Context: an optimization exercise on an open-source flow, tuned for small area. The choices shown serve that exercise and are no tape-out recipe.
Function was checked by simulation only, so behaviour that the tests miss may differ from the original.
Power and IR drop assume default switching activity.

==> design/flow/design.v <==
module MovingAverage (
  input wire Clk,
  input wire Reset,
  input wire signed [15:0] InputA,       
  input wire signed [15:0] Oldest,       
  input wire OldestValid,                
  output wire signed [15:0] OutputA
);
  reg signed [23:0] r_acc;
  reg signed [15:0] temp_reg;
  wire signed [15:0] old = OldestValid ? Oldest : 16'sd0;
  always @(posedge Clk) begin
    if (Reset) begin
      r_acc <= 24'sd0;
      temp_reg <= 16'sd0;
    end else begin
      r_acc <= r_acc + InputA - old;
      temp_reg <= r_acc[23:8];
    end
  end
  assign OutputA = temp_reg;
endmodule
module MovingMedian (
  input wire Clk,
  input wire Reset,
  input wire [16*6-1:0] Taps,       
  input wire [5:0] TapsValid,       
  output wire signed [15:0] Output
);
  wire signed [15:0] t6 = Taps[0 +: 16];
  reg [3:0] c1;
  reg [2:0] c2;
  reg [1:0] c3;
  reg       c4;
  wire t6_pos = !t6[15] && (t6[14:0] != 15'd0);
  wire [4:1] gt_new;
  genvar d;
  generate
    for (d = 1; d <= 4; d = d + 1) begin : cmp
      wire signed [15:0] other = Taps[16*d +: 16];
      assign gt_new[d] = TapsValid[0] & (TapsValid[d] ? (t6 > other) : t6_pos);
    end
  endgenerate
  always @(posedge Clk) begin
    if (Reset) begin
      c1 <= 4'd0;
      c2 <= 3'd0;
      c3 <= 2'd0;
      c4 <= 1'b0;
    end else begin
      c1 <= {c1[2:0], gt_new[1]};
      c2 <= {c2[1:0], gt_new[2]};
      c3 <= {c3[0],   gt_new[3]};
      c4 <= gt_new[4];
    end
  end
  wire g01 = c1[0], g12 = c1[1], g23 = c1[2], g34 = c1[3];
  wire g02 = c2[0], g13 = c2[1], g24 = c2[2];
  wire g03 = c3[0], g14 = c3[1];
  wire g04 = c4;
  wire [3:0] b0 = { g04,  g03,  g02,  g01};
  wire [3:0] b1 = { g14,  g13,  g12, !g01};
  wire [3:0] b2 = { g24,  g23, !g12, !g02};
  wire [3:0] b3 = { g34, !g23, !g13, !g03};
  wire [3:0] b4 = {!g34, !g24, !g14, !g04};
  function two_of_four(input [3:0] b);
    two_of_four = (b == 4'b0011) | (b == 4'b0101) | (b == 4'b0110) |
                  (b == 4'b1001) | (b == 4'b1010) | (b == 4'b1100);
  endfunction
  wire [4:0] sel = {two_of_four(b4) & TapsValid[5], two_of_four(b3) & TapsValid[4],
                    two_of_four(b2) & TapsValid[3], two_of_four(b1) & TapsValid[2],
                    two_of_four(b0) & TapsValid[1]};
  assign Output = ({16{sel[0]}} & Taps[16*1 +: 16]) |
                  ({16{sel[1]}} & Taps[16*2 +: 16]) |
                  ({16{sel[2]}} & Taps[16*3 +: 16]) |
                  ({16{sel[3]}} & Taps[16*4 +: 16]) |
                  ({16{sel[4]}} & Taps[16*5 +: 16]);
endmodule
module avg_median (
    input wire Clk,
    input wire Reset,
    input wire signed [15:0] InputA,
    output wire signed [15:0] OutputA,
    output wire signed [15:0] OutputB
);
  reg [16*256-1:0] sr;
  always @(posedge Clk)
    sr <= {sr[16*255-1:0], InputA};
  reg [8:0] cnt;
  always @(posedge Clk)
    if (Reset)
      cnt <= 9'd0;
    else if (!cnt[8])
      cnt <= cnt + 9'd1;
  wire valid255 = cnt[8];
  wire [5:0] valid_med;    
  genvar g;
  generate
    for (g = 0; g < 6; g = g + 1) begin : vm
      assign valid_med[g] = cnt[8] | (cnt[7:0] >= (g + 7));
    end
  endgenerate
  MovingAverage M1 (
    .Clk(Clk), .Reset(Reset), .InputA(InputA),
    .Oldest(sr[16*255 +: 16]), .OldestValid(valid255),
    .OutputA(OutputA)
  );
  MovingMedian M2 (
    .Clk(Clk), .Reset(Reset),
    .Taps(sr[16*6 +: 16*6]), .TapsValid(valid_med),
    .Output(OutputB)
  );
endmodule
==> design/flow/run.sh <==
#!/bin/bash
# synth_recipe.tcl (not shown) runs the flow's synth.tcl, then flattens the netlist and writes it again
# the make line also repeats each setting of config.mk as NAME=value (left out here)
make -C /OpenROAD-flow-scripts/flow DESIGN_CONFIG=/design/flow/config.mk WORK_HOME=/design/flow/orfs CLKGATE_MAP_FILE= SYNTH_SCRIPT=/design/flow/synth_recipe.tcl finish
==> design/flow/config.mk <==
export PLATFORM = sky130hd
export DESIGN_NAME = avg_median
export DESIGN_NICKNAME = avg_median
export VERILOG_FILES = /design/flow/design.v
export SDC_FILE = /design/flow/constraint.sdc
export NUM_CORES = 4
export LEC_CHECK = 0
export CAP_MARGIN = 20
export CORE_MARGIN = 2
export CORE_UTILIZATION = 45
export SLEW_MARGIN = 20
==> design/flow/constraint.sdc <==
create_clock -name core_clock -period 8.0 [get_ports {Clk}]
set_input_delay 1.6000 -clock core_clock [delete_from_list [all_inputs] [get_ports {Clk}]]
set_output_delay 1.6000 -clock core_clock [all_outputs]
set_load 0.01 [all_outputs]
==> flow_metrics.env, run 1 <==
export IMPL_fin_crit_sh_pct=68.0
export IMPL_synthCells=4882
export IMPL_synth_flop_cell="dfxtp_1"
export IMPL_core_area_um2=195000
export IMPL_synth_compound_area_share_pct=1.45
export IMPL_ctsHoldBuffers=0
export IMPL_portBuffers=49
export IMPL_ys_types=59
export IMPL_clk_latency_ns=0.95
export IMPL_rsz0062_at_grt="no"
export IMPL_drt_wirelength_per_cell_um=12.8
export IMPL_stdcell_area_um2=105000
export IMPL_yosys_area_share_xor_xnor_pct=0.258
export IMPL_drtIter0Drc=1562
export IMPL_cts_buffers=383
export IMPL_io_pins=50
export IMPL_status="complete, no violations"
export IMPL_pwr_share_clk_pct=44.7
export IMPL_clock_path_buffers=4
export IMPL_clkTransAtPathRegs_ns=0.06
export IMPL_startpoint="cnt[7]"
export IMPL_die_area_um2=200000
export IMPL_maxCapViolCount=0
export IMPL_synth_edff_count=0
export IMPL_nets=5429
export IMPL_power_density_nw_per_um2=382
export IMPL_num_vias=31995
export IMPL_tightestPinTransition_ns=1.12
export IMPL_peakVddDrop_v=0.000246
export IMPL_holdCritStartpoint="sr[894]"
export IMPL_layout_min_cycle_time_ns=5.44
export IMPL_cp_max_fo=16
export IMPL_setup_violations=0
export IMPL_grt_usage_pct=10.8
export IMPL_r2r_start="cnt[8]"
export IMPL_arrival_ns=3.84
export IMPL_synth_adder_area_share_pct=1.83
export IMPL_cts_tree="yes"
export IMPL_rows=162
export IMPL_layout_drive_gt1_share_pct=11.4
export IMPL_synth_simple_gate_area_share_pct=1.29
export IMPL_endpoint_kind="output pin"
export IMPL_rr_endpoint="M1.r_acc[20]"
export IMPL_fin_ws_ns=2.56
export IMPL_initial_core_util_pct=45.3
export IMPL_critPathCapture="OutputB[9]"
export IMPL_dpl_hpwl_mm=55.5
export IMPL_syn_cell_area_um2=88200
export IMPL_yosys_area_top_type="dfxtp_1"
export IMPL_required_ns=6.40
export IMPL_synth_fp_nets=5015
export IMPL_holdWs_ns=0.267
export IMPL_cts_resized=0
export IMPL_grt_max_degree=67
export IMPL_max_freq_ghz=0.184
export IMPL_grt_pass1_wl_mm=173
export IMPL_sw_frac_of_total_pct=19.6
export IMPL_syn2layout_area_growth_pct=18.7
export IMPL_path_class="reg -> out"
export IMPL_die_y_um=447
export IMPL_via_per_inst=3.90
export IMPL_setup_tns_ns=0
export IMPL_cts_sinks=4155
export IMPL_synth_area_mux_share_pct=0.123
export IMPL_die_x_um=447
export IMPL_start_kind="flip-flop"
export IMPL_drv_slew=0
export IMPL_route_detailed_drc=0
export IMPL_r2r_cells=11
export IMPL_synthArstFlopShare_pct=0
export IMPL_slew_headroom_pct=25.1
export IMPL_postRouteAntennaNets=0
export IMPL_ys_seq_area_share_pct=94.3
export IMPL_power_frac_seq_pct=52.7
export IMPL_synth_area_per_cell_um2=18.1
export IMPL_reg2reg_slack_ns=4.02
export IMPL_fin_cells=8211
export IMPL_power_total_mw=40.0
export IMPL_synth_area_top_cells="dfxtp_1 (94%), ha_1 (1.3%), inv_1 (0.64%), fa_1 (0.52%), a21oi_1 (0.27%)"
export IMPL_min_path_type="reg -> reg"
export IMPL_largest_reg_flops=4096
export IMPL_first_global_vias=32754
export IMPL_place_inst=7535
export IMPL_synth_top_area_share_pct=94.3
export IMPL_ys_seq_elements=4155
export IMPL_gp_congestion=0.775
export IMPL_firstDrtPassIters=6
export IMPL_yosys_warnings=3
export IMPL_p_leak_nw=42.9
export IMPL_placed_area_um2=91900
export IMPL_synth_top_family_by_area="adder cells"
export IMPL_final_util_pct=53.8
export IMPL_finalHoldViolCount=0
export IMPL_netSwitchingPower_mw=7.86
export IMPL_fin_worst_skew_ns=0.0695
export IMPL_place_ws_ns=2.51
export IMPL_p_comb_share_pct=2.6
export IMPL_routed_wl_mm=105
export IMPL_synth_common_cells="dfxtp_1 (4,155), inv_1 (150), ha_1 (92)"
export IMPL_antenna_found_initial=3
export IMPL_gr_total_overflow=0
export IMPL_h_tree_depth=5
export IMPL_clockRootBuffer="clkbuf_16"
export IMPL_cts_setup_buffers=0
export IMPL_p_int_mw=32.2
export IMPL_yosysMostFrequentCell="dfxtp_1"
==> logic make-up after synthesis <==
family	after synthesis
XOR/XNOR	26
buffers and inverters	174
flip-flops	4155
multiplexers	10
adder cells (fa/ha/maj)	115
AO/OA/AOI/OAI	180
AND/OR/NAND/NOR	222
==> layout by cell type (no fill, tap or decap), types with 5 or more instances in the layout <==
master | netlist | routed
nor3_1 | 9 | 9
diode_2 | 0 | 6
o211ai_1 | 5 | 5
a21oi_1 | 48 | 46
clkbuf_1 | 19 | 62
and2_1 | 16 | 16
clkdlybuf4s50_1 | 0 | 48
inv_6 | 0 | 6
nor4_1 | 8 | 8
clkbuf_16 | 0 | 386
dfxtp_1 | 4155 | 4155
clkinv_2 | 0 | 69
nor2_1 | 60 | 60
a22oi_1 | 16 | 16
nand4_1 | 17 | 17
xnor2_1 | 10 | 10
o21a_1 | 8 | 8
clkinv_4 | 0 | 6
ha_1 | 92 | 92
bufinv_16 | 0 | 37
mux2_2 | 7 | 7
clkinvlp_4 | 0 | 18
xor2_1 | 16 | 16
nor2b_1 | 27 | 27
a222oi_1 | 16 | 16
fa_1 | 23 | 23
nand2_1 | 48 | 48
a31oi_1 | 12 | 12
inv_1 | 150 | 150
nand3_1 | 10 | 10
o21ai_0 | 21 | 21
clkbuf_8 | 0 | 77
clkinv_8 | 0 | 7
a21o_1 | 23 | 23
==> cell type report <==
type	instances	area, um^2
Tap cell	2624	3280
Antenna cell	6	15.0
Clock inverter	145	1850
Fill cell	15293	90100
Timing Repair Buffer	53	515
Inverter	150	563
Clock buffer	525	11000
Multi-Input combinational cell	553	4370
Sequential cell	4155	83200
==> power by group through the flow <==
stage	logic, mW	clock network [mW]	registers, mW
floorplan	0.735	0	21.5
global placement	1.06	0	21.6
detailed placement	1.06	0	21.5
CTS	1.07	18.5	21.1
global route	1.19	19.3	21.1
finish	1.04	17.9	21.1
==> worst min-delay path by stage <==
stage | endpoint | cells after the start
finish | sr[910] | 0
global route | sr[410] | 0
CTS | sr[910] | 0
detailed placement | sr[100] | 0
global placement | sr[884] | 0
floorplan | sr[1000] | 0
==> critical path, cell delays in order (launching register included) <==
cell and delay, ns:
dfxtp_1 0.33, or4_4 0.56, nor3_1 0.63, a21oi_2 0.36
a222oi_1 0.31, nand2_1 0.15, clkdlybuf4s50_1 0.60
==> metal layers <==
layer	wire [um]	track usage [%]	vias to the layer above	share of wire, %
li1	-	-	16211	-
met1	53600	15.3	14962	51
met2	42600	15.3	474	41
met3	4760	2.91	348	4.5
met4	4090	5.37	0	3.9
met5	0	0	-	0
==> inputs of run 2 (changes only) <==
--- a/design/flow/config.mk
+++ b/design/flow/config.mk
@@ -9,3 +9,5 @@
 export CORE_MARGIN = 2
-export CORE_UTILIZATION = 45
+export CORE_UTILIZATION = 85
+export CTS_CLUSTER_DIAMETER = 100
+export CTS_CLUSTER_SIZE = 32
 export SLEW_MARGIN = 20
==> flow_metrics.env, run 2 <==
export IMPL_gp_congestion=0.819
export IMPL_synth_area_top_cells="dfxtp_1 (94%), ha_1 (1.3%), inv_1 (0.64%), fa_1 (0.52%), a21oi_1 (0.27%)"
export IMPL_synth_top_area_share_pct=94.3
export IMPL_status="aborted with a tool error"
export IMPL_synth_fp_nets=5015
export IMPL_ys_seq_area_share_pct=94.3
export IMPL_synth_area_per_cell_um2=18.1
export IMPL_synthCells=4882
export IMPL_stop_stage="3_5_place_dp"
export IMPL_yosysMostFrequentCell="dfxtp_1"
export IMPL_die_x_um=326
export IMPL_synth_edff_count=0
export IMPL_yosys_area_top_type="dfxtp_1"
export IMPL_die_y_um=326
export IMPL_yosys_warnings=3
export IMPL_ys_seq_elements=4155
export IMPL_io_pins=50
export IMPL_initial_core_util_pct=85.5
export IMPL_synth_flop_cell="dfxtp_1"
export IMPL_syn_cell_area_um2=88200
export IMPL_portBuffers=49
export IMPL_synth_common_cells="dfxtp_1 (4,155), inv_1 (150), ha_1 (92)"
export IMPL_synthArstFlopShare_pct=0
export IMPL_rows=118
export IMPL_ys_types=59
export IMPL_firstError="Error: detail_place.tcl, 38 bad optional access"
## run 2: cell families after synthesis
family,synth area share [%]
xor+xnor,0.258
flops,94.3
simple gates,1.29
compound gates,1.45
mux,0.123
fa+ha+maj,1.83
buf+inv,0.752
## run 2: through the flow
step / setup slack (ns) / power (mW)
global placement: 2.63 / 22.5
floorplan: 3.73 / 22.2
## run 2: worst max-delay path by stage
| stage | start | to | slack [ns] |
|---|---|---|---|
| 2_1_floorplan | InputA[1] | M1.r_acc[20] | 3.73 |
| 3_3_place_gp | InputA[1] | M1.r_acc[20] | 2.63 |
## run 2: power groups by stage
stage	Sequential [mW]	Combinational [mW]	Clock, mW
3_3_place_gp	21.5	0.990	0
2_1_floorplan	21.5	0.735	0
==> inputs of run 3 (changes only) <==
--- a/design/flow/design.v
+++ b/design/flow/design.v
@@ -16,3 +16,3 @@
     end else begin
-      r_acc <= r_acc + InputA - old;
+      r_acc <= r_acc - ({{8{old[15]}}, old} - {{8{InputA[15]}}, InputA});
       temp_reg <= r_acc[23:8];
@@ -40,3 +40,4 @@
       wire signed [15:0] other = Taps[16*d +: 16];
-      assign gt_new[d] = TapsValid[0] & (TapsValid[d] ? (t6 > other) : t6_pos);
+      wire [16:0] s = {1'b0, ~other[15], other[14:0]} + {1'b0, t6[15], ~t6[14:0]} + 17'd1;
+      assign gt_new[d] = TapsValid[0] & (TapsValid[d] ? !s[16] : t6_pos);
     end
==> design/flow/flow/run.sh (new file) <==
#!/bin/bash
# Standard layout, with the clock tree built from the arguments in flow/cts_args.txt.
set -euo pipefail
ARGS=$(cat flow/cts_args.txt)
bash standard.sh "CTS_ARGS=$ARGS" finish > make_finish.log 2>&1
==> design/flow/flow/cts_args.txt (new file) <==
-sink_clustering_enable -repair_clock_nets -sink_clustering_size 30 -sink_clustering_max_diameter 40 -distance_between_buffers 60
==> design/flow/standard.sh (new file) <==
#!/bin/bash
# synth_recipe.tcl (not shown) runs the flow's synth.tcl, then flattens the netlist and writes it again
# the make line also repeats each setting of config.mk as NAME=value (left out here)
make -C /OpenROAD-flow-scripts/flow DESIGN_CONFIG=/design/flow/config.mk WORK_HOME=/design/flow/orfs CLKGATE_MAP_FILE= SYNTH_SCRIPT=/design/flow/synth_recipe.tcl "${@:-finish}"
--- a/design/flow/config.mk
+++ b/design/flow/config.mk
@@ -9,5 +9,3 @@
 export CORE_MARGIN = 2
-export CORE_UTILIZATION = 85
-export CTS_CLUSTER_DIAMETER = 100
-export CTS_CLUSTER_SIZE = 32
+export CORE_UTILIZATION = 75
 export SLEW_MARGIN = 20
removed: design/flow/run.sh
==> flow_metrics.env, run 3 <==
export IMPL_dpl_hpwl_mm=53.3
export IMPL_status="aborted with a tool error"
export IMPL_initial_core_util_pct=75.5
export IMPL_ctsHoldBuffers=0
export IMPL_stop_stage="4_1_cts"
export IMPL_synth_area_top_cells="dfxtp_1 (95%), ha_1 (1.4%), a21o_1 (0.24%), xor2_1 (0.23%), nor2b_1 (0.22%)"
export IMPL_ys_seq_area_share_pct=94.9
export IMPL_cts_sinks=4155
export IMPL_yosys_area_top_type="dfxtp_1"
export IMPL_io_pins=50
export IMPL_cts_resized=0
export IMPL_ys_types=63
export IMPL_synth_edff_count=0
export IMPL_synthCells=4785
export IMPL_cts_setup_buffers=0
export IMPL_clockRootBuffer="clkbuf_16"
export IMPL_synth_flop_cell="dfxtp_1"
export IMPL_synth_common_cells="dfxtp_1 (4,155), ha_1 (96), nand2_1 (50)"
export IMPL_yosysMostFrequentCell="dfxtp_1"
export IMPL_rows=125
export IMPL_synth_fp_nets=4901
export IMPL_portBuffers=49
export IMPL_ys_seq_elements=4155
export IMPL_h_tree_depth=4
export IMPL_synthArstFlopShare_pct=0
export IMPL_die_y_um=346
export IMPL_syn_cell_area_um2=87700
export IMPL_yosys_warnings=3
export IMPL_synth_area_per_cell_um2=18.3
export IMPL_synth_top_area_share_pct=94.9
export IMPL_placed_area_um2=90000
export IMPL_clock_path_buffers=6
export IMPL_cts_buffers=242
export IMPL_die_x_um=346
export IMPL_firstError="[ERROR DPL-0033] detailed placement checks failed during check placement."
export IMPL_gp_congestion=0.793
[run 3: logic make-up after synthesis]
kind of cell / share of synthesized area, %
flip-flops: 94.9
AO/OA/AOI/OAI: 1.50
XOR/XNOR: 0.410
AND/OR/NAND/NOR: 1.38
multiplexers: 0.106
buffers and inverters: 0.295
adder cells (fa/ha/maj): 1.42
[run 3: worst min-delay path by stage]
stage | start | slack, ns | end
floorplan | sr[984] | 0.31 | sr[1000]
detailed placement | sr[1100] | 0.31 | sr[1116]
global placement | sr[3511] | 0.31 | sr[3527]
[run 3: power groups by stage]
stage	registers [mW]	clock network, mW	logic [mW]
2_1_floorplan	21.5	0	0.405
3_3_place_gp	21.6	0	0.532
3_5_place_dp	21.6	0	0.544
[run 3: per-stage QoR]
stage	cells	setup WS, ns	total power, mW
floorplan	4785	3.08	21.9
global placement	6340	1.93	22.1
detailed placement	6340	1.89	22.1
==> inputs of run 4 (changes only) <==
==> design/flow/flow/cts_args.txt (replaced) <==
-sink_clustering_enable -repair_clock_nets -sink_clustering_size 28 -sink_clustering_max_diameter 60 -distance_between_buffers 60 -balance_levels
==> flow_metrics.env, run 4 <==
export IMPL_die_x_um=346
export IMPL_h_tree_depth=4
export IMPL_cp_max_fo=23
export IMPL_firstDrtPassIters=5
export IMPL_synth_edff_count=0
export IMPL_seqCellArea_um2=83200
export IMPL_path_class="reg -> out"
export IMPL_place_ws_ns=1.89
export IMPL_clockRootBuffer="clkbuf_16"
export IMPL_drv_slew=0
export IMPL_grt_usage_pct=21.5
export IMPL_grt_pass1_wl_mm=200
export IMPL_yosys_area_top_type="dfxtp_1"
export IMPL_synth_area_top_cells="dfxtp_1 (95%), ha_1 (1.4%), a21o_1 (0.24%), xor2_1 (0.23%), nor2b_1 (0.22%)"
export IMPL_finalHoldViolCount=0
export IMPL_tightestPinTransition_ns=1.14
export IMPL_fin_crit_sh_pct=71.6
export IMPL_ys_seq_elements=4155
export IMPL_postRouteAntennaNets=0
export IMPL_path_delay_family="compound AO/OA/AOI/OAI gates"
export IMPL_synth_top_area_share_pct=94.9
export IMPL_synthArstFlopShare_pct=0
export IMPL_dpl_hpwl_mm=53.3
export IMPL_synth_fp_nets=4901
export IMPL_via_per_inst=4.79
export IMPL_cts_tree="yes"
export IMPL_gp_congestion=0.793
export IMPL_largest_reg_flops=4096
export IMPL_drtIter0Drc=1952
export IMPL_arrival_ns=4.13
export IMPL_nFillCells=5143
export IMPL_endpoint_kind="output pin"
export IMPL_yosysMostFrequentCell="dfxtp_1"
export IMPL_stdcell_area_um2=95000
export IMPL_worst_path_buf_inv=1
export IMPL_rsz0062_at_grt="no"
export IMPL_cts_setup_buffers=0
export IMPL_io_pins=50
export IMPL_ctsHoldBuffers=0
export IMPL_cts_resized=0
export IMPL_antenna_found_initial=19
export IMPL_synth_area_per_cell_um2=18.3
export IMPL_peakVddDrop_v=0.000239
export IMPL_yosys_warnings=3
export IMPL_rows=125
export IMPL_core_area_um2=116000
export IMPL_start_kind="flip-flop"
export IMPL_num_vias=31362
export IMPL_min_path_type="reg -> reg"
export IMPL_fin_cells=6550
export IMPL_multiInputGateArea_um2=4220
export IMPL_final_common_cell="dfxtp_1"
export IMPL_nets=5120
export IMPL_die_y_um=346
export IMPL_initial_core_util_pct=75.5
export IMPL_final_util_pct=81.9
export IMPL_cp_slowest_cell="a21boi_2"
export IMPL_routed_wl_mm=126
export IMPL_die_area_um2=120000
export IMPL_power_density_nw_per_um2=337
export IMPL_setup_tns_ns=0
export IMPL_holdWs_ns=0.312
export IMPL_grt_max_degree=58
export IMPL_worst_path_most_repeated_cell="nand2_1"
export IMPL_layout_drive_gt1_share_pct=4.52
export IMPL_synth_common_cells="dfxtp_1 (4,155), ha_1 (96), nand2_1 (50)"
export IMPL_fin_ws_ns=2.27
export IMPL_syn2layout_area_growth_pct=8.37
export IMPL_required_ns=6.40
export IMPL_synth_flop_cell="dfxtp_1"
export IMPL_cts_sinks=4155
export IMPL_worstPathCellList="nor3_1 -> nand2_1 -> a21o_1 -> a21boi_2 -> a222oi_1 -> nand2_1 -> clkdlybuf4s50_1"
export IMPL_fin_worst_skew_ns=0.0407
export IMPL_ys_types=63
export IMPL_ys_seq_area_share_pct=94.9
export IMPL_clk_latency_ns=0.95
export IMPL_clock_path_buffers=6
export IMPL_route_detailed_drc=0
export IMPL_clkTransAtPathRegs_ns=0.10
export IMPL_max_stage_delay_ns=0.89
export IMPL_slew_headroom_pct=23.3
export IMPL_power_total_mw=32.0
export IMPL_placed_area_um2=90000
export IMPL_final_cell_mix="dfxtp_1 (4,154), clkbuf_16 (187), ha_1 (96)"
export IMPL_setup_violations=0
export IMPL_drt_wirelength_per_cell_um=19.3
export IMPL_portBuffers=49
export IMPL_layout_min_cycle_time_ns=5.73
export IMPL_gr_total_overflow=0
export IMPL_place_inst=6340
export IMPL_syn_cell_area_um2=87700
export IMPL_first_global_vias=34575
export IMPL_p_leak_nw=38.7
export IMPL_status="complete, no violations"
export IMPL_synthCells=4785
export IMPL_max_freq_ghz=0.175
export IMPL_cts_buffers=186
export IMPL_maxCapViolCount=0
run 4: cell counts after synthesis:
No cell type changed its count.
run 4: final cells by class:
| cell class | count | share of cell area [%] |
|---|---|---|
| Clock inverter | 17 | 0.278 |
| Multi-Input combinational cell | 562 | 4.44 |
| Timing Repair Buffer | 53 | 0.543 |
| Inverter | 46 | 0.182 |
| Antenna cell | 2 | 0.00527 |
| Tap cell | 1524 | 2.01 |
| Clock buffer | 191 | 4.97 |
| Sequential cell | 4155 | 87.6 |
run 4: kinds of logic after synthesis:
| group | Yosys count | share of synthesized area, % |
|---|---|---|
| multiplexers | 9 | 0.106 |
| AO/OA/AOI/OAI | 184 | 1.50 |
| flip-flops | 4155 | 94.9 |
| XOR/XNOR | 41 | 0.410 |
| buffers and inverters | 68 | 0.295 |
| AND/OR/NAND/NOR | 230 | 1.38 |
| adder cells (fa/ha/maj) | 98 | 1.42 |
run 4: metal layers:
metal	GRT usage (%)	routed length [um]	share of wire, %	up-vias
met5	0	0	0	-
met4	6.23	3530	2.8	0
met3	3.02	5090	4.0	274
met2	36.5	62500	50	676
met1	29.4	55100	44	15064
li1	-	-	-	15348
run 4: worst paths after layout:
| kind | from | to | slack, ns | cells after the start |
|---|---|---|---|---|
| setup / recovery | cnt[8] | OutputB[4] | 2.27 | 7 |
| hold / removal | sr[3783] | sr[3799] | 0.31 | 0 |
| setup reg to reg | cnt[8] | M1.r_acc[21] | 3.17 | 17 |
| hold reg to reg | sr[3783] | sr[3799] | 0.31 | 0 |
run 4: power breakdown:
group          switching (mW)  total (mW)  internal [mW]
sequential              0.167        21.1           21.0
combinational           0.300       0.572          0.272
clock                    5.97        10.3           4.35
==> inputs of run 5 (changes only) <==
==> design/flow/flow/run.sh (replaced) <==
#!/bin/bash
# Standard layout, with extra ORFS make variables, one VAR=value per line in
# flow/make_vars.txt (for example the clock tree's CTS_ARGS).
set -euo pipefail
mapfile -t VARS < <(grep -v '^\s*$' flow/make_vars.txt)
bash standard.sh "${VARS[@]}" finish > make_finish.log 2>&1
==> design/flow/flow/make_vars.txt (new file) <==
CTS_ARGS=-sink_clustering_enable -repair_clock_nets -sink_clustering_size 28 -sink_clustering_max_diameter 60 -distance_between_buffers 60 -balance_levels -dont_use_dummy_load
BUFFER_PORTS_ARGS=-buffer_cell sky130_fd_sc_hd__buf_1
removed: design/flow/flow/cts_args.txt
==> flow_metrics.env, run 5 <==
export IMPL_setup_tns_ns=0
export IMPL_synth_area_top_cells="dfxtp_1 (95%), ha_1 (1.4%), a21o_1 (0.24%), xor2_1 (0.23%), nor2b_1 (0.22%)"
export IMPL_tightestPinTransition_ns=1.14
export IMPL_synthCells=4785
export IMPL_maxCapViolCount=0
export IMPL_die_y_um=346
export IMPL_fin_ws_ns=1.90
export IMPL_cp_max_fo=23
export IMPL_clkTransAtPathRegs_ns=0.11
export IMPL_die_area_um2=120000
export IMPL_layout_drive_gt1_share_pct=4.10
export IMPL_core_area_um2=116000
export IMPL_drt_wirelength_per_cell_um=19.0
export IMPL_ys_types=63
export IMPL_clk_latency_ns=0.95
export IMPL_synth_edff_count=0
export IMPL_cts_resized=0
export IMPL_drtIter0Drc=1859
export IMPL_first_global_vias=34339
export IMPL_layout_min_cycle_time_ns=6.10
export IMPL_synth_fp_nets=4901
export IMPL_fin_worst_skew_ns=0.0780
export IMPL_path_class="reg -> out"
export IMPL_setup_violations=0
export IMPL_initial_core_util_pct=75.5
export IMPL_synthArstFlopShare_pct=0
export IMPL_power_total_mw=31.6
export IMPL_die_x_um=346
export IMPL_rows=125
export IMPL_arrival_ns=4.50
export IMPL_final_cell_mix="dfxtp_1 (4,155), clkbuf_16 (186), ha_1 (96)"
export IMPL_grt_usage_pct=21.3
export IMPL_yosys_warnings=3
export IMPL_ctsHoldBuffers=0
export IMPL_largest_reg_flops=4096
export IMPL_syn_cell_area_um2=87700
export IMPL_fin_crit_sh_pct=76.2
export IMPL_gp_congestion=0.777
export IMPL_via_per_inst=4.80
export IMPL_min_path_type="reg -> reg"
export IMPL_clockRootBuffer="clkbuf_16"
export IMPL_grt_max_degree=58
export IMPL_io_pins=50
export IMPL_yosys_area_top_type="dfxtp_1"
export IMPL_cts_buffers=186
export IMPL_syn2layout_area_growth_pct=7.66
export IMPL_antenna_found_initial=8
export IMPL_h_tree_depth=4
export IMPL_p_leak_nw=38.4
export IMPL_place_inst=6341
export IMPL_portBuffers=49
export IMPL_postRouteAntennaNets=0
export IMPL_required_ns=6.40
export IMPL_holdCritStartpoint="sr[3590]"
export IMPL_synth_area_per_cell_um2=18.3
export IMPL_nets=5121
export IMPL_num_vias=31348
export IMPL_start_kind="flip-flop"
export IMPL_gr_total_overflow=0
export IMPL_peakVddDrop_v=0.000302
export IMPL_cts_tree="yes"
export IMPL_routed_wl_mm=124
export IMPL_max_freq_ghz=0.164
export IMPL_place_ws_ns=2.38
export IMPL_grt_pass1_wl_mm=199
export IMPL_endpoint_kind="output pin"
export IMPL_power_density_nw_per_um2=335
export IMPL_status="complete, no violations"
export IMPL_r2r_start="cnt[8]"
export IMPL_drv_slew=0
export IMPL_ys_seq_elements=4155
export IMPL_startpoint="cnt[8]"
export IMPL_synth_common_cells="dfxtp_1 (4,155), ha_1 (96), nand2_1 (50)"
export IMPL_firstDrtPassIters=5
export IMPL_rsz0062_at_grt="no"
export IMPL_ys_seq_area_share_pct=94.9
export IMPL_route_detailed_drc=0
export IMPL_finalHoldViolCount=0
export IMPL_cts_sinks=4155
export IMPL_clock_path_buffers=6
export IMPL_nFillCells=5191
export IMPL_cts_setup_buffers=0
export IMPL_yosysMostFrequentCell="dfxtp_1"
export IMPL_synth_top_area_share_pct=94.9
export IMPL_final_common_cell="dfxtp_1"
export IMPL_synth_flop_cell="dfxtp_1"
export IMPL_fin_cells=6530
export IMPL_dpl_hpwl_mm=53.9
export IMPL_slew_headroom_pct=23.4
==> run 5: cell counts after synthesis <==
No cell type changed its count.
==> run 5: cell type report <==
class	instances	area, um^2	area share (%)
diodes	3	7.51	0.00796
clock buffers	186	4650	4.93
inverters	46	173	0.183
multi-input cells	562	4220	4.47
flip-flops and latches	4155	83200	88.1
well taps	1524	1910	2.02
repair buffers	54	223	0.236
==> run 5: path summary, 6_finish.rpt <==
| path | end | slack [ns] | cells after the start |
|---|---|---|---|
| max | OutputB[12] | 1.90 | 8 |
| min | sr[3606] | 0.27 | 0 |
| max reg2reg | M1.r_acc[18] | 2.81 | 18 |
| min reg2reg | sr[3606] | 0.27 | 0 |
==> run 5: cells by family (layout without fill, tap and decap cells) <==
group	Yosys count	after routing	share of synthesized area [%]
flip-flops	4155	4155	94.9
AND/OR/NAND/NOR	230	230	1.38
AO/OA/AOI/OAI	184	184	1.50
adder cells (fa/ha/maj)	98	98	1.42
buffers and inverters	68	286	0.295
XOR/XNOR	41	41	0.410
multiplexers	9	9	0.106
other	0	3	0
==> run 5: stage by stage <==
stage                     hold slack, ns  area, um^2  util, %
after floorplan                    0.310       87700        -
after global placement             0.310       89700     77.3
after detailed placement           0.312       89700     77.3
after CTS                          0.266       94400     81.3
after global routing               0.267       94400     81.3
final                              0.270       94400     81.3
==> run 5: layer usage <==
layer	wire length, um	GRT usage (%)	share of wire, %
met4	3010	5.37	2.4
met5	0	0	0
met3	4680	2.90	3.8
met1	55600	29.4	45
met2	60900	36.1	49
==> run 5: power breakdown <==
part / total [mW] / internal (mW) / switching [mW]
combinational: 0.542 / 0.246 / 0.297
sequential: 21.1 / 21.0 / 0.161
clock: 9.96 / 4.19 / 5.77
total: 31.6 / 25.4 / 6.23
==> run 5: worst max-delay path, stage by stage, from the launching register on <==
cell,delay (ns)
dfxtp_1,1.04
nor3_1,0.16
nand2_1,0.22
a21o_1,0.18
a21oi_1,0.12
a31oi_2,0.94
a222oi_1,0.34
nand2_1,0.27
buf_1,0.26
==> inputs of run 6 (changes only) <==
==> design/flow/flow/make_vars.txt (replaced) <==
CTS_ARGS=-sink_clustering_enable -repair_clock_nets -sink_clustering_size 28 -sink_clustering_max_diameter 60 -distance_between_buffers 60 -balance_levels -dont_use_dummy_load -buf_list {sky130_fd_sc_hd__clkbuf_16 sky130_fd_sc_hd__buf_12} -sink_clustering_buffer sky130_fd_sc_hd__buf_12 -tree_buf sky130_fd_sc_hd__clkbuf_16 -root_buf sky130_fd_sc_hd__clkbuf_16
==> flow_metrics.env, run 6 <==
export IMPL_yosys_area_top_type="dfxtp_1"
export IMPL_syn2layout_area_growth_pct=7.11
export IMPL_start_kind="flip-flop"
export IMPL_clkTransAtPathRegs_ns=0.09
export IMPL_portBuffers=49
export IMPL_layout_min_cycle_time_ns=5.72
export IMPL_synthArstFlopShare_pct=0
export IMPL_die_area_um2=120000
export IMPL_ys_types=63
export IMPL_nets=5120
export IMPL_layout_drive_gt1_share_pct=4.12
export IMPL_clk_latency_ns=0.93
export IMPL_grt_usage_pct=21.1
export IMPL_synth_common_cells="dfxtp_1 (4,155), ha_1 (96), nand2_1 (50)"
export IMPL_fin_cells=6529
export IMPL_endpoint_kind="output pin"
export IMPL_fin_crit_sh_pct=71.5
export IMPL_holdCritStartpoint="sr[13]"
export IMPL_path_class="reg -> out"
export IMPL_tightestPinTransition_ns=1.12
export IMPL_cts_setup_buffers=0
export IMPL_synth_area_top_cells="dfxtp_1 (95%), ha_1 (1.4%), a21o_1 (0.24%), xor2_1 (0.23%), nor2b_1 (0.22%)"
export IMPL_grt_pass1_wl_mm=197
export IMPL_slew_headroom_pct=25.5
export IMPL_ctsHoldBuffers=0
export IMPL_clock_path_buffers=6
export IMPL_initial_core_util_pct=75.5
export IMPL_synth_top_area_share_pct=94.9
export IMPL_multiInputGateArea_um2=4220
export IMPL_synth_flop_cell="dfxtp_1"
export IMPL_place_inst=6340
export IMPL_num_vias=31083
export IMPL_clockRootBuffer="clkbuf_16"
export IMPL_fin_ws_ns=2.28
export IMPL_gp_congestion=0.793
export IMPL_place_ws_ns=1.89
export IMPL_nFillCells=5250
export IMPL_largest_reg_flops=4096
export IMPL_io_pins=50
export IMPL_routed_wl_mm=123
export IMPL_first_global_vias=34018
export IMPL_synth_area_per_cell_um2=18.3
export IMPL_postRouteAntennaNets=0
export IMPL_setup_violations=0
export IMPL_rows=125
export IMPL_maxCapViolCount=0
export IMPL_gr_total_overflow=0
export IMPL_drtIter0Drc=1872
export IMPL_rsz0062_at_grt="no"
export IMPL_cp_max_fo=23
export IMPL_via_per_inst=4.76
export IMPL_final_cell_mix="dfxtp_1 (4,154), buf_12 (155), ha_1 (96)"
export IMPL_seqCellArea_um2=83200
export IMPL_antenna_found_initial=6
export IMPL_r2r_start="cnt[8]"
export IMPL_cts_sinks=4155
export IMPL_drt_wirelength_per_cell_um=18.9
export IMPL_power_density_nw_per_um2=333
export IMPL_finalHoldViolCount=0
export IMPL_startpoint="cnt[8]"
export IMPL_die_x_um=346
export IMPL_drv_slew=0
export IMPL_ys_seq_elements=4155
export IMPL_final_common_cell="dfxtp_1"
export IMPL_cts_tree="yes"
export IMPL_firstDrtPassIters=8
export IMPL_p_leak_nw=38.1
export IMPL_status="complete, no violations"
export IMPL_final_util_pct=80.9
export IMPL_arrival_ns=4.12
export IMPL_power_total_mw=31.3
export IMPL_yosys_warnings=3
export IMPL_cts_buffers=186
export IMPL_syn_cell_area_um2=87700
export IMPL_synthCells=4785
export IMPL_grt_max_degree=58
export IMPL_ys_seq_area_share_pct=94.9
export IMPL_core_area_um2=116000
export IMPL_setup_tns_ns=0
export IMPL_peakVddDrop_v=0.000265
export IMPL_min_path_type="reg -> reg"
export IMPL_dpl_hpwl_mm=53.3
export IMPL_die_y_um=346
export IMPL_cts_resized=0
export IMPL_synth_fp_nets=4901
export IMPL_required_ns=6.40
export IMPL_h_tree_depth=4
export IMPL_yosysMostFrequentCell="dfxtp_1"
export IMPL_max_freq_ghz=0.175
export IMPL_fin_worst_skew_ns=0.0903
export IMPL_synth_edff_count=0
export IMPL_route_detailed_drc=0
[run 6: cell counts after synthesis]
Identical to the previous run, type by type.
[run 6: logic make-up after synthesis]
logic type | Yosys count | share of synthesized area, %
flops | 4155 | 94.9
simple gates | 230 | 1.38
compound gates | 184 | 1.50
fa+ha+maj | 98 | 1.42
buf+inv | 68 | 0.295
xor+xnor | 41 | 0.410
mux | 9 | 0.106
[run 6: area by class of cell]
type,instances,area share (%)
inverters,46,0.184
multi-input cells,562,4.49
clock buffers,186,4.13
repair buffers,53,0.549
diodes,3,0.00800
flip-flops and latches,4155,88.6
well taps,1524,2.03
[run 6: power breakdown]
| part | leakage (nW) | internal [mW] | switching [mW] |
|---|---|---|---|
| logic | 2.48 | 0.272 | 0.298 |
| registers | 33.8 | 21.0 | 0.165 |
| clock network | 1.84 | 3.72 | 5.89 |
| total | 38.1 | 25.0 | 6.35 |
[run 6: through the flow]
step                area [um^2]  hold slack, ns
floorplan                 87700           0.310
global placement          90000           0.310
detailed placement        90000           0.312
CTS                       93900           0.254
global route              93900           0.260
finish                    93900           0.256
[run 6: worst paths after layout]
check | endpoint | slack (ns) | depth (start not counted)
setup reg to reg | M1.r_acc[22] | 3.09 | 18
hold reg to reg | sr[29] | 0.26 | 0
hold / removal | sr[29] | 0.26 | 0
setup / recovery | OutputB[0] | 2.28 | 9
[run 6: worst max-delay path, stage by stage (launching register included)]
cell and delay [ns]:
dfxtp_2 0.52, nor3_1 0.41, nand2_1 0.17, a21o_1 0.23, a21oi_1 0.37, a31oi_1 0.08
buf_4 0.24, a222oi_1 0.40, nand2_1 0.21, clkdlybuf4s50_1 0.54
[run 6: layer usage]
metal | global-route usage, % | share of wire [%]
met1 | 29.1 | 45
met2 | 35.7 | 49
met3 | 3.10 | 4.0
met4 | 5.31 | 2.4
met5 | 0 | 0.011
==> inputs of run 7 (changes only) <==
--- a/design/flow/design.v
+++ b/design/flow/design.v
@@ -3,3 +3,4 @@
   input wire Reset,
-  input wire signed [15:0] InputA,       
+  input wire signed [15:0] Newest,       
+  input wire NewestValid,                
   input wire signed [15:0] Oldest,       
@@ -8,15 +9,32 @@
 );
-  reg signed [23:0] r_acc;
-  reg signed [15:0] temp_reg;
-  wire signed [15:0] old = OldestValid ? Oldest : 16'sd0;
-  always @(posedge Clk) begin
-    if (Reset) begin
-      r_acc <= 24'sd0;
-      temp_reg <= 16'sd0;
-    end else begin
-      r_acc <= r_acc - ({{8{old[15]}}, old} - {{8{InputA[15]}}, InputA});
-      temp_reg <= r_acc[23:8];
+  reg [23:0] r_acc;
+  wire [15:0] a  = Newest & {16{NewestValid}};
+  wire [15:0] nb = ~(Oldest & {16{OldestValid}});
+  wire [16:0] dc;
+  wire [16:0] d;
+  assign dc[0] = 1'b1;
+  genvar i;
+  generate
+    for (i = 0; i < 16; i = i + 1) begin : sub
+      assign d[i]    = a[i] ^ nb[i] ^ dc[i];
+      assign dc[i+1] = (a[i] & nb[i]) | (dc[i] & (a[i] ^ nb[i]));
     end
-  end
-  assign OutputA = temp_reg;
+  endgenerate
+  assign d[16] = a[15] ^ nb[15] ^ dc[16];
+  wire [24:0] sc;
+  wire [23:0] s;
+  assign sc[0] = 1'b0;
+  generate
+    for (i = 0; i < 24; i = i + 1) begin : add
+      wire di = d[i < 16 ? i : 16];
+      assign s[i]    = r_acc[i] ^ di ^ sc[i];
+      assign sc[i+1] = (r_acc[i] & di) | (sc[i] & (r_acc[i] ^ di));
+    end
+  endgenerate
+  always @(posedge Clk)
+    if (Reset)
+      r_acc <= 24'd0;
+    else
+      r_acc <= s;
+  assign OutputA = r_acc[23:8];
 endmodule
@@ -29,3 +47,3 @@
 );
-  wire signed [15:0] t6 = Taps[0 +: 16];
+  wire [15:0] t6 = Taps[0 +: 16];
   reg [3:0] c1;
@@ -34,10 +52,15 @@
   reg       c4;
+  wire [15:0] nt6 = {t6[15], ~t6[14:0]};
   wire t6_pos = !t6[15] && (t6[14:0] != 15'd0);
   wire [4:1] gt_new;
-  genvar d;
+  genvar d, i;
   generate
     for (d = 1; d <= 4; d = d + 1) begin : cmp
-      wire signed [15:0] other = Taps[16*d +: 16];
-      wire [16:0] s = {1'b0, ~other[15], other[14:0]} + {1'b0, t6[15], ~t6[14:0]} + 17'd1;
-      assign gt_new[d] = TapsValid[0] & (TapsValid[d] ? !s[16] : t6_pos);
+      wire [15:0] o = {~Taps[16*d + 15], Taps[16*d +: 15]};
+      wire [16:0] c;
+      assign c[0] = 1'b1;
+      for (i = 0; i < 16; i = i + 1) begin : bt
+        assign c[i+1] = (o[i] & nt6[i]) | (c[i] & (o[i] | nt6[i]));
+      end
+      assign gt_new[d] = TapsValid[0] & (TapsValid[d] ? !c[16] : t6_pos);
     end
@@ -86,5 +109,5 @@
 );
-  reg [16*256-1:0] sr;
+  reg [16*257-1:0] sr;
   always @(posedge Clk)
-    sr <= {sr[16*255-1:0], InputA};
+    sr <= {sr[16*256-1:0], InputA};
   reg [8:0] cnt;
@@ -93,5 +116,6 @@
       cnt <= 9'd0;
-    else if (!cnt[8])
+    else if (!(cnt[8] & cnt[0]))
       cnt <= cnt + 9'd1;
-  wire valid255 = cnt[8];
+  wire valid0   = |cnt;
+  wire valid256 = cnt[8] & cnt[0];
   wire [5:0] valid_med;    
@@ -104,4 +128,5 @@
   MovingAverage M1 (
-    .Clk(Clk), .Reset(Reset), .InputA(InputA),
-    .Oldest(sr[16*255 +: 16]), .OldestValid(valid255),
+    .Clk(Clk), .Reset(Reset),
+    .Newest(sr[0 +: 16]), .NewestValid(valid0),
+    .Oldest(sr[16*256 +: 16]), .OldestValid(valid256),
     .OutputA(OutputA)
==> design/flow/flow/make_vars.txt (replaced) <==
CTS_ARGS=-sink_clustering_enable -repair_clock_nets -sink_clustering_max_diameter 50 -distance_between_buffers 60 -balance_levels -dont_use_dummy_load -sink_clustering_size 24 -buf_list {sky130_fd_sc_hd__clkbuf_16 sky130_fd_sc_hd__buf_12} -sink_clustering_buffer sky130_fd_sc_hd__buf_12 -tree_buf sky130_fd_sc_hd__clkbuf_16 -root_buf sky130_fd_sc_hd__clkbuf_16
BUFFER_PORTS_ARGS=-buffer_cell sky130_fd_sc_hd__buf_1
==> flow_metrics.env, run 7 <==
export IMPL_yosysMostFrequentCell="dfxtp_1"
export IMPL_firstError="[ERROR DPL-0033] detailed placement checks failed during check placement."
export IMPL_gp_congestion=0.809
export IMPL_dpl_hpwl_mm=48.2
export IMPL_portBuffers=49
export IMPL_synth_top_area_share_pct=96.1
export IMPL_placed_area_um2=88600
export IMPL_synth_common_cells="dfxtp_1 (4,155), nand2_1 (56), inv_1 (54)"
export IMPL_stop_stage="4_1_cts"
export IMPL_ys_seq_elements=4155
export IMPL_cts_resized=3
export IMPL_status="aborted with a tool error"
export IMPL_clock_path_buffers=6
export IMPL_synthCells=4629
export IMPL_cts_buffers=214
export IMPL_h_tree_depth=4
export IMPL_io_pins=50
export IMPL_yosys_warnings=3
export IMPL_place_ws_ns=-2.13
export IMPL_ctsHoldBuffers=0
export IMPL_rows=124
export IMPL_cts_sinks=4155
export IMPL_initial_core_util_pct=75.7
export IMPL_ys_types=64
export IMPL_synth_flop_cell="dfxtp_1"
export IMPL_synth_area_per_cell_um2=18.7
export IMPL_synth_area_top_cells="dfxtp_1 (96%), fa_1 (0.86%), nand2_1 (0.24%), inv_1 (0.23%), nor2_1 (0.20%)"
export IMPL_synth_edff_count=0
export IMPL_yosys_area_top_type="dfxtp_1"
export IMPL_clockRootBuffer="clkbuf_16"
export IMPL_cts_setup_buffers=1
export IMPL_die_x_um=344
export IMPL_synthArstFlopShare_pct=0
export IMPL_syn_cell_area_um2=86500
export IMPL_synth_fp_nets=4690
export IMPL_ys_seq_area_share_pct=96.1
export IMPL_die_y_um=344
==> run 7: how the worst max path moves through the flow <==
| stage | start | endpoint | slack [ns] | cells past startpoint |
|---|---|---|---|---|
| floorplan | cnt[7] | M1.r_acc[23] | -2.16 | 32 |
| global placement | cnt[7] | M1.r_acc[23] | -2.00 | 31 |
| detailed placement | cnt[7] | M1.r_acc[23] | -2.13 | 31 |
==> run 7: stage by stage <==
| step | instances | TNS (ns) |
|---|---|---|
| detailed placement | 6174 | -8.46 |
| global placement | 6174 | -7.92 |
| floorplan | 4629 | -9.23 |
==> run 7: kinds of logic after synthesis <==
group                    count (synthesis)  synth area share [%]
AND/OR/NAND/NOR                        187                  1.09
adder cells (fa/ha/maj)                 54                  1.07
AO/OA/AOI/OAI                          119                  1.03
XOR/XNOR                                17                 0.172
flip-flops                            4155                  96.1
multiplexers                             1                0.0116
buffers and inverters                   96                 0.503
==> run 7: power groups by stage <==
stage | Clock, mW | Combinational [mW] | Sequential (mW)
2_1_floorplan | 0 | 0.228 | 21.5
3_3_place_gp | 0 | 0.303 | 21.5
3_5_place_dp | 0 | 0.310 | 21.5
==> inputs of run 8 (changes only) <==
==> design/flow/flow/make_vars.txt (replaced) <==
CTS_ARGS=-sink_clustering_enable -repair_clock_nets -sink_clustering_max_diameter 60 -distance_between_buffers 60 -balance_levels -dont_use_dummy_load -sink_clustering_size 28
BUFFER_PORTS_ARGS=-buffer_cell sky130_fd_sc_hd__buf_1
==> flow_metrics.env, run 8 <==
export IMPL_status="aborted with a tool error"
export IMPL_stop_stage="4_1_cts"
export IMPL_firstError="[ERROR DPL-0033] detailed placement checks failed during check placement."
export IMPL_cts_sinks=4155
export IMPL_cts_buffers=183
export IMPL_synth_edff_count=0
export IMPL_synth_area_top_cells="dfxtp_1 (96%), fa_1 (0.86%), nand2_1 (0.24%), inv_1 (0.23%), nor2_1 (0.20%)"
export IMPL_die_x_um=344
export IMPL_io_pins=50
export IMPL_synthArstFlopShare_pct=0
export IMPL_h_tree_depth=4
export IMPL_synth_flop_cell="dfxtp_1"
export IMPL_clock_path_buffers=6
export IMPL_placed_area_um2=88600
export IMPL_synth_fp_nets=4690
export IMPL_yosys_warnings=3
export IMPL_ys_seq_area_share_pct=96.1
export IMPL_cts_resized=4
export IMPL_synth_top_area_share_pct=96.1
export IMPL_syn_cell_area_um2=86500
export IMPL_cts_setup_buffers=2
export IMPL_rows=124
export IMPL_place_inst=6174
export IMPL_gp_congestion=0.809
export IMPL_ys_seq_elements=4155
export IMPL_initial_core_util_pct=75.7
export IMPL_die_y_um=344
export IMPL_yosysMostFrequentCell="dfxtp_1"
export IMPL_dpl_hpwl_mm=48.2
export IMPL_synth_common_cells="dfxtp_1 (4,155), nand2_1 (56), inv_1 (54)"
export IMPL_ctsHoldBuffers=0
export IMPL_portBuffers=49
export IMPL_synth_area_per_cell_um2=18.7
export IMPL_yosys_area_top_type="dfxtp_1"
export IMPL_ys_types=64
export IMPL_synthCells=4629
export IMPL_clockRootBuffer="clkbuf_16"
run 8: cell counts after synthesis:
No cell type changed its count.
run 8: logic make-up after synthesis:
group / count (synthesis) / share of synthesized area (%)
AOI/OAI and AO/OA: 119 / 1.03
xor gates and xnor gates: 17 / 0.172
adders and majority gates: 54 / 1.07
buffers and inverters: 96 / 0.503
DFF: 4155 / 96.1
muxes: 1 / 0.0116
and+or+nand+nor: 187 / 1.09
run 8: power by group through the flow:
stage | logic, mW | clock network, mW | registers, mW
floorplan | 0.228 | 0 | 21.5
detailed placement | 0.310 | 0 | 21.5
global placement | 0.303 | 0 | 21.5
run 8: worst max-delay path by stage:
stage | endpoint | slack, ns | depth (start not counted)
after global placement | M1.r_acc[23] | -2.00 | 31
after floorplan | M1.r_acc[23] | -2.16 | 32
after detailed placement | M1.r_acc[23] | -2.13 | 31
run 8: per-stage QoR:
stage                     setup slack [ns]  hold slack, ns  util [%]
after detailed placement             -2.13           0.312      77.5
after global placement               -2.00           0.310      77.5
after floorplan                      -2.16           0.310         -
==> inputs of run 9 (changes only) <==
--- a/design/flow/config.mk
+++ b/design/flow/config.mk
@@ -9,3 +9,3 @@
 export CORE_MARGIN = 2
-export CORE_UTILIZATION = 75
+export CORE_UTILIZATION = 70
 export SLEW_MARGIN = 20
==> flow_metrics.env, run 9 <==
export IMPL_netSwitchingPower_mw=5.88
export IMPL_synth_common_cells="dfxtp_1 (4,155), nand2_1 (56), inv_1 (54)"
export IMPL_sw_frac_of_total_pct=18.9
export IMPL_r2r_cells=32
export IMPL_synth_area_top_cells="dfxtp_1 (96%), fa_1 (0.86%), nand2_1 (0.24%), inv_1 (0.23%), nor2_1 (0.20%)"
export IMPL_rows=128
export IMPL_firstDrtPassIters=6
export IMPL_gr_total_overflow=0
export IMPL_power_density_nw_per_um2=332
export IMPL_top_register="sr"
export IMPL_drt_wirelength_per_cell_um=14.6
export IMPL_num_vias=28849
export IMPL_maxCapViolCount=0
export IMPL_grt_usage_pct=15.3
export IMPL_die_y_um=356
export IMPL_layout_drive_gt1_share_pct=5.65
export IMPL_core_area_um2=122000
export IMPL_drv_slew=0
export IMPL_path_class="reg -> reg"
export IMPL_h_tree_depth=4
export IMPL_min_path_type="reg -> reg"
export IMPL_fin_worst_skew_ns=0.0411
export IMPL_slew_headroom_pct=25.4
export IMPL_clkTransAtPathRegs_ns=0.10
export IMPL_grt_pass1_wl_mm=155
export IMPL_clk_latency_ns=0.94
export IMPL_layout_min_cycle_time_ns=10.12
export IMPL_final_cell_mix="dfxtp_1 (4,153), clkbuf_16 (185), inv_1 (54), nand2_1 (54), buf_1 (48)"
export IMPL_dpl_hpwl_mm=47.6
export IMPL_yosys_area_top_type="dfxtp_1"
export IMPL_yosys_warnings=3
export IMPL_start_kind="flip-flop"
export IMPL_routed_wl_mm=95.2
export IMPL_p_leak_nw=37.6
export IMPL_peakVddDrop_v=0.000272
export IMPL_yosysMostFrequentCell="dfxtp_1"
export IMPL_io_pins=50
export IMPL_finalHoldViolCount=0
export IMPL_max_stage_delay_ns=0.55
export IMPL_synth_fp_nets=4690
export IMPL_cp_max_fo=2
export IMPL_p_int_mw=25.2
export IMPL_route_detailed_drc=0
export IMPL_p_comb_share_pct=1.1
export IMPL_nFillCells=6747
export IMPL_synth_area_per_cell_um2=18.7
export IMPL_worst_path_most_repeated_cell="fa_2"
export IMPL_cts_tree="yes"
export IMPL_setup_violations=7
export IMPL_ys_types=64
export IMPL_synth_edff_count=0
export IMPL_synth_top_area_share_pct=96.1
export IMPL_largest_reg_flops=4112
export IMPL_pwr_share_clk_pct=31.3
export IMPL_status="failed layout checks"
export IMPL_portBuffers=49
export IMPL_synth_flop_cell="dfxtp_1"
export IMPL_holdPathStages=0
export IMPL_so_faults="setup timing"
export IMPL_synthArstFlopShare_pct=0
export IMPL_synthCells=4629
export IMPL_grt_max_degree=41
export IMPL_gp_congestion=0.817
export IMPL_first_global_vias=29075
export IMPL_die_area_um2=126000
export IMPL_power_frac_seq_pct=67.7
export IMPL_max_freq_ghz=0.0988
export IMPL_drtIter0Drc=1710
export IMPL_cts_sinks=4155
export IMPL_cp_slowest_cell="or4_4"
export IMPL_required_ns=8.77
export IMPL_ys_seq_area_share_pct=96.1
export IMPL_power_total_mw=31.1
export IMPL_ys_seq_elements=4155
export IMPL_fin_crit_sh_pct=127
export IMPL_final_common_cell="dfxtp_1"
export IMPL_initial_core_util_pct=70.8
export IMPL_tightestPinTransition_ns=1.12
export IMPL_postRouteAntennaNets=0
export IMPL_endpoint_kind="flip-flop"
export IMPL_place_ws_ns=-2.13
export IMPL_syn_cell_area_um2=86500
export IMPL_clockRootBuffer="clkbuf_16"
export IMPL_antenna_found_initial=5
export IMPL_cts_buffers=185
export IMPL_syn2layout_area_growth_pct=8.17
export IMPL_clock_path_buffers=6
export IMPL_rsz0062_at_grt="yes"
export IMPL_fin_ws_ns=-2.12
export IMPL_nets=4932
export IMPL_via_per_inst=4.44
export IMPL_die_x_um=356
export IMPL_ctsHoldBuffers=0
export IMPL_arrival_ns=10.89
==> run 9: worst paths after layout <==
kind / startpoint / endpoint / slack [ns]
setup / recovery: cnt[7] / M1.r_acc[23] / -2.12
setup reg to reg: cnt[7] / M1.r_acc[23] / -2.12
hold reg to reg: sr[192] / sr[208] / 0.30
hold / removal: sr[192] / sr[208] / 0.30
==> run 9: stage by stage <==
stage	utilization, %	setup TNS (ns)	hold slack, ns	instance area [um^2]	instances
2_1_floorplan	-	-9.23	0.310	86600	4629
5_1_grt	76.6	-10.30	0.307	93600	6494
3_3_place_gp	72.6	-8.36	0.310	88800	6283
4_1_cts	76.6	-8.59	0.300	93600	6493
3_5_place_dp	72.6	-8.79	0.312	88800	6283
6_report	76.6	-8.70	0.299	93600	6498
==> run 9: cell families after synthesis <==
group / count (synthesis) / synth area share, %
AOI/OAI and AO/OA: 119 / 1.03
xor gates and xnor gates: 17 / 0.172
adders and majority gates: 54 / 1.07
buffers and inverters: 96 / 0.503
DFF: 4155 / 96.1
muxes: 1 / 0.0116
and+or+nand+nor: 187 / 1.09
==> run 9: power groups by stage <==
stage               Clock, mW  Combinational [mW]  Sequential [mW]
finish                   9.72               0.336             21.0
global route             10.7               0.381             21.1
CTS                      10.0               0.339             21.0
detailed placement          0               0.307             21.5
global placement            0               0.303             21.5
floorplan                   0               0.228             21.5
==> run 9: what timing repair did <==
action	in CTS	in global routing
setup endpoints to repair	7	8
gates resized for setup	0	2
setup buffers	25	1
pin swaps	4	5
==> run 9: layer usage <==
metal | global-route usage [%] | share of wire (%)
met4 | 4.67 | 2.6
met3 | 3.28 | 4.9
met5 | 0 | 0
met2 | 20.6 | 38
met1 | 24.7 | 54
==> run 9: cell type report <==
| class | instances | area, um^2 | share of cell area (%) |
|---|---|---|---|
| Sequential cell | 4155 | 83200 | 88.9 |
| Timing Repair Buffer | 94 | 523 | 0.559 |
| Antenna cell | 4 | 10.0 | 0.0107 |
| Clock buffer | 185 | 4630 | 4.95 |
| Inverter | 57 | 214 | 0.229 |
| Tap cell | 1625 | 2030 | 2.17 |
| Multi-Input combinational cell | 378 | 3010 | 3.21 |
==> run 9: worst max-delay path, delay by kind of cell (launching register included) <==
| kind | cells | cell delay, ns |
|---|---|---|
| flip-flops | 1 | 0.33 |
| buffers and inverters | 1 | 0.16 |
| XOR/XNOR | 2 | 0.31 |
| adder cells (fa/ha/maj) | 24 | 8.22 |
| AND/OR/NAND/NOR | 5 | 0.92 |
==> inputs of run 10 (changes only) <==
==> design/flow/flow/make_vars.txt (replaced) <==
CTS_ARGS=-sink_clustering_enable -repair_clock_nets -sink_clustering_max_diameter 35 -distance_between_buffers 60 -balance_levels -dont_use_dummy_load -sink_clustering_size 28
BUFFER_PORTS_ARGS=-buffer_cell sky130_fd_sc_hd__buf_1
==> flow_metrics.env, run 10 <==
export IMPL_first_global_vias=35508
export IMPL_syn_cell_area_um2=86500
export IMPL_endpoint_kind="flip-flop"
export IMPL_fin_ws_ns=-2.12
export IMPL_synth_flop_cell="dfxtp_1"
export IMPL_status="failed layout checks"
export IMPL_clkTransAtPathRegs_ns=0.12
export IMPL_portBuffers=49
export IMPL_min_path_type="reg -> reg"
export IMPL_grt_max_degree=41
export IMPL_postRouteAntennaNets=0
export IMPL_cp_slowest_cell="or4_4"
export IMPL_dpl_hpwl_mm=47.6
export IMPL_synth_fp_nets=4690
export IMPL_gp_congestion=0.817
export IMPL_max_freq_ghz=0.0988
export IMPL_stdcell_area_um2=98400
export IMPL_die_y_um=356
export IMPL_syn2layout_area_growth_pct=13.7
export IMPL_yosys_area_top_type="dfxtp_1"
export IMPL_cp_max_fo=7
export IMPL_clockRootBuffer="clkbuf_16"
export IMPL_initial_core_util_pct=70.8
export IMPL_tightestPinTransition_ns=1.11
export IMPL_fin_crit_sh_pct=127
export IMPL_worst_path_most_repeated_cell="buf_4"
export IMPL_synth_edff_count=0
export IMPL_path_class="reg -> reg"
export IMPL_cts_sinks=4155
export IMPL_h_tree_depth=5
export IMPL_final_cell_mix="dfxtp_1 (4,153), clkbuf_16 (377), inv_1 (54), nand2_1 (54), buf_1 (48)"
export IMPL_synth_area_per_cell_um2=18.7
export IMPL_final_util_pct=80.5
export IMPL_grt_usage_pct=20.6
export IMPL_drv_slew=0
export IMPL_route_detailed_drc=0
export IMPL_cts_buffers=377
export IMPL_power_density_nw_per_um2=371
export IMPL_synth_common_cells="dfxtp_1 (4,155), nand2_1 (56), inv_1 (54)"
export IMPL_via_per_inst=4.63
export IMPL_largest_reg_flops=4112
export IMPL_antenna_found_initial=10
export IMPL_ys_types=64
export IMPL_multiInputGateArea_um2=3000
export IMPL_synth_area_top_cells="dfxtp_1 (96%), fa_1 (0.86%), nand2_1 (0.24%), inv_1 (0.23%), nor2_1 (0.20%)"
export IMPL_ys_seq_elements=4155
export IMPL_rsz0062_at_grt="yes"
export IMPL_nets=5125
export IMPL_die_x_um=356
export IMPL_nFillCells=5608
export IMPL_synthCells=4629
export IMPL_placed_area_um2=88800
export IMPL_arrival_ns=10.98
export IMPL_io_pins=50
export IMPL_rows=128
export IMPL_top_register="sr"
export IMPL_drtIter0Drc=1541
export IMPL_layout_drive_gt1_share_pct=9.25
export IMPL_so_faults="setup timing"
export IMPL_drt_wirelength_per_cell_um=18.7
export IMPL_yosys_warnings=3
export IMPL_maxCapViolCount=0
export IMPL_setup_violations=7
export IMPL_clock_path_buffers=7
export IMPL_required_ns=8.86
export IMPL_synth_top_area_share_pct=96.1
export IMPL_die_area_um2=126000
export IMPL_p_leak_nw=40.0
export IMPL_gr_total_overflow=0
export IMPL_ctsHoldBuffers=0
export IMPL_num_vias=30971
export IMPL_layout_min_cycle_time_ns=10.12
export IMPL_final_common_cell="dfxtp_1"
export IMPL_finalHoldViolCount=0
export IMPL_synthArstFlopShare_pct=0
export IMPL_yosysMostFrequentCell="dfxtp_1"
export IMPL_firstDrtPassIters=5
export IMPL_clk_latency_ns=1.06
export IMPL_seqCellArea_um2=83200
export IMPL_fin_worst_skew_ns=0.0727
export IMPL_peakVddDrop_v=0.000314
export IMPL_grt_pass1_wl_mm=202
export IMPL_max_stage_delay_ns=0.55
export IMPL_start_kind="flip-flop"
export IMPL_cts_tree="yes"
export IMPL_slew_headroom_pct=26.3
export IMPL_routed_wl_mm=125
export IMPL_ys_seq_area_share_pct=96.1
export IMPL_core_area_um2=122000
-- run 10: cell counts after synthesis --
No cell type changed its count.
-- run 10: area by class of cell --
cell class                 count  share of cell area, %
sequential                  4155                   84.5
clock buffer                 377                   9.59
multi-input combinational    378                   3.05
tap                         1625                   2.07
timing repair buffer          95                  0.539
inverter                      57                  0.217
antenna                        2                0.00509
-- run 10: power breakdown --
part	internal, mW	total (mW)	leakage [nW]	switching (mW)
Clock	8.28	15.1	4.65	6.78
Combinational	0.130	0.342	1.56	0.212
Sequential	20.9	21.1	33.8	0.118
-- run 10: logic make-up after synthesis --
family	count (synthesis)	share of synthesized area, %
AO/OA/AOI/OAI	119	1.03
XOR/XNOR	17	0.172
adder cells (fa/ha/maj)	54	1.07
buffers and inverters	96	0.503
flip-flops	4155	96.1
multiplexers	1	0.0116
AND/OR/NAND/NOR	187	1.09
-- run 10: metrics by stage --
stage          TNS, ns  hold slack, ns  setup slack [ns]  std cells  power [mW]
3_3_place_gp     -8.36           0.310             -2.07       6283        21.8
2_1_floorplan    -9.23           0.310             -2.16       4629        21.7
5_1_grt         -10.15           0.256             -2.38       6688        37.6
6_report         -8.70           0.262             -2.12       6689        36.5
3_5_place_dp     -8.79           0.312             -2.13       6283        21.8
4_1_cts          -8.33           0.258             -2.07       6685        36.8
-- run 10: what timing repair did --
| action | CTS | global route |
|---|---|---|
| cloned | 0 | 0 |
| endpoints found under the setup margin | 7 | 8 |
| resized for setup | 0 | 1 |
| buffers inserted | 25 | 2 |
| pin swaps | 5 | 2 |
-- run 10: metal layers --
| metal | up-vias | routed length [um] | part of all wire, % | GRT usage, % |
|---|---|---|---|---|
| met5 | - | 22 | 0.018 | 0 |
| met4 | 4 | 2830 | 2.3 | 6.79 |
| met3 | 254 | 4620 | 3.7 | 3.80 |
| met2 | 597 | 59800 | 48 | 33.1 |
| met1 | 15010 | 57700 | 46 | 28.8 |
| li1 | 15106 | - | - | - |
-- run 10: path summary, 6_finish.rpt --
kind	depth (start not counted)	startpoint	slack, ns	endpoint
setup / recovery	47	cnt[7]	-2.12	M1.r_acc[23]
hold / removal	0	sr[2930]	0.26	sr[2946]
hold reg to reg	0	sr[2930]	0.26	sr[2946]
setup reg to reg	47	cnt[7]	-2.12	M1.r_acc[23]
-- run 10: critical path, delay by kind of cell (launching register included) --
family / cells / cell delay [ns]
XOR/XNOR: 2 / 0.32
adder cells (fa/ha/maj): 15 / 5.25
buffers and inverters: 25 / 3.09
flip-flops: 1 / 0.32
AND/OR/NAND/NOR: 5 / 0.95

## port drivers added, routing unchanged
The flow's constraints put no driver on any port. The routed layouts listed below were extracted and timed again, unchanged, in two steps.
Step 1 assumes that a clkbuf_16 drives the clock port and a buf_2 every other input.
Step 2 moves the port delays by t, midway between the first and last clock arrival at a register: inputs arrive t later, outputs are due t later. That takes back most of the time a late clock gives input paths.
a / b / c = ideal / step 1 / step 2; a / b = the first two.
| run | shift t [ns] | slack for setup (ns) | pins driven straight from the clock port |
|---|---|---|---|
| run 1 | 0.995 | 2.561 / 2.474 / 2.521 | 1 |
| run 4 | 1.007 | 2.271 / 2.197 / 1.782 | 1 |
| run 5 | 0.985 | 1.903 / 1.832 / 2.287 | 1 |
| run 6 | 0.972 | 2.280 / 2.201 / 1.703 | 1 |
| run 9 | 0.995 | -2.122 / -2.122 / -2.122 | 1 |
| run 10 | 1.113 | -2.122 / -2.122 / -2.122 | 1 |
The setup slack of run 6, which loses most, moves by -0.079 ns with the drivers and by -0.577 ns with both steps.
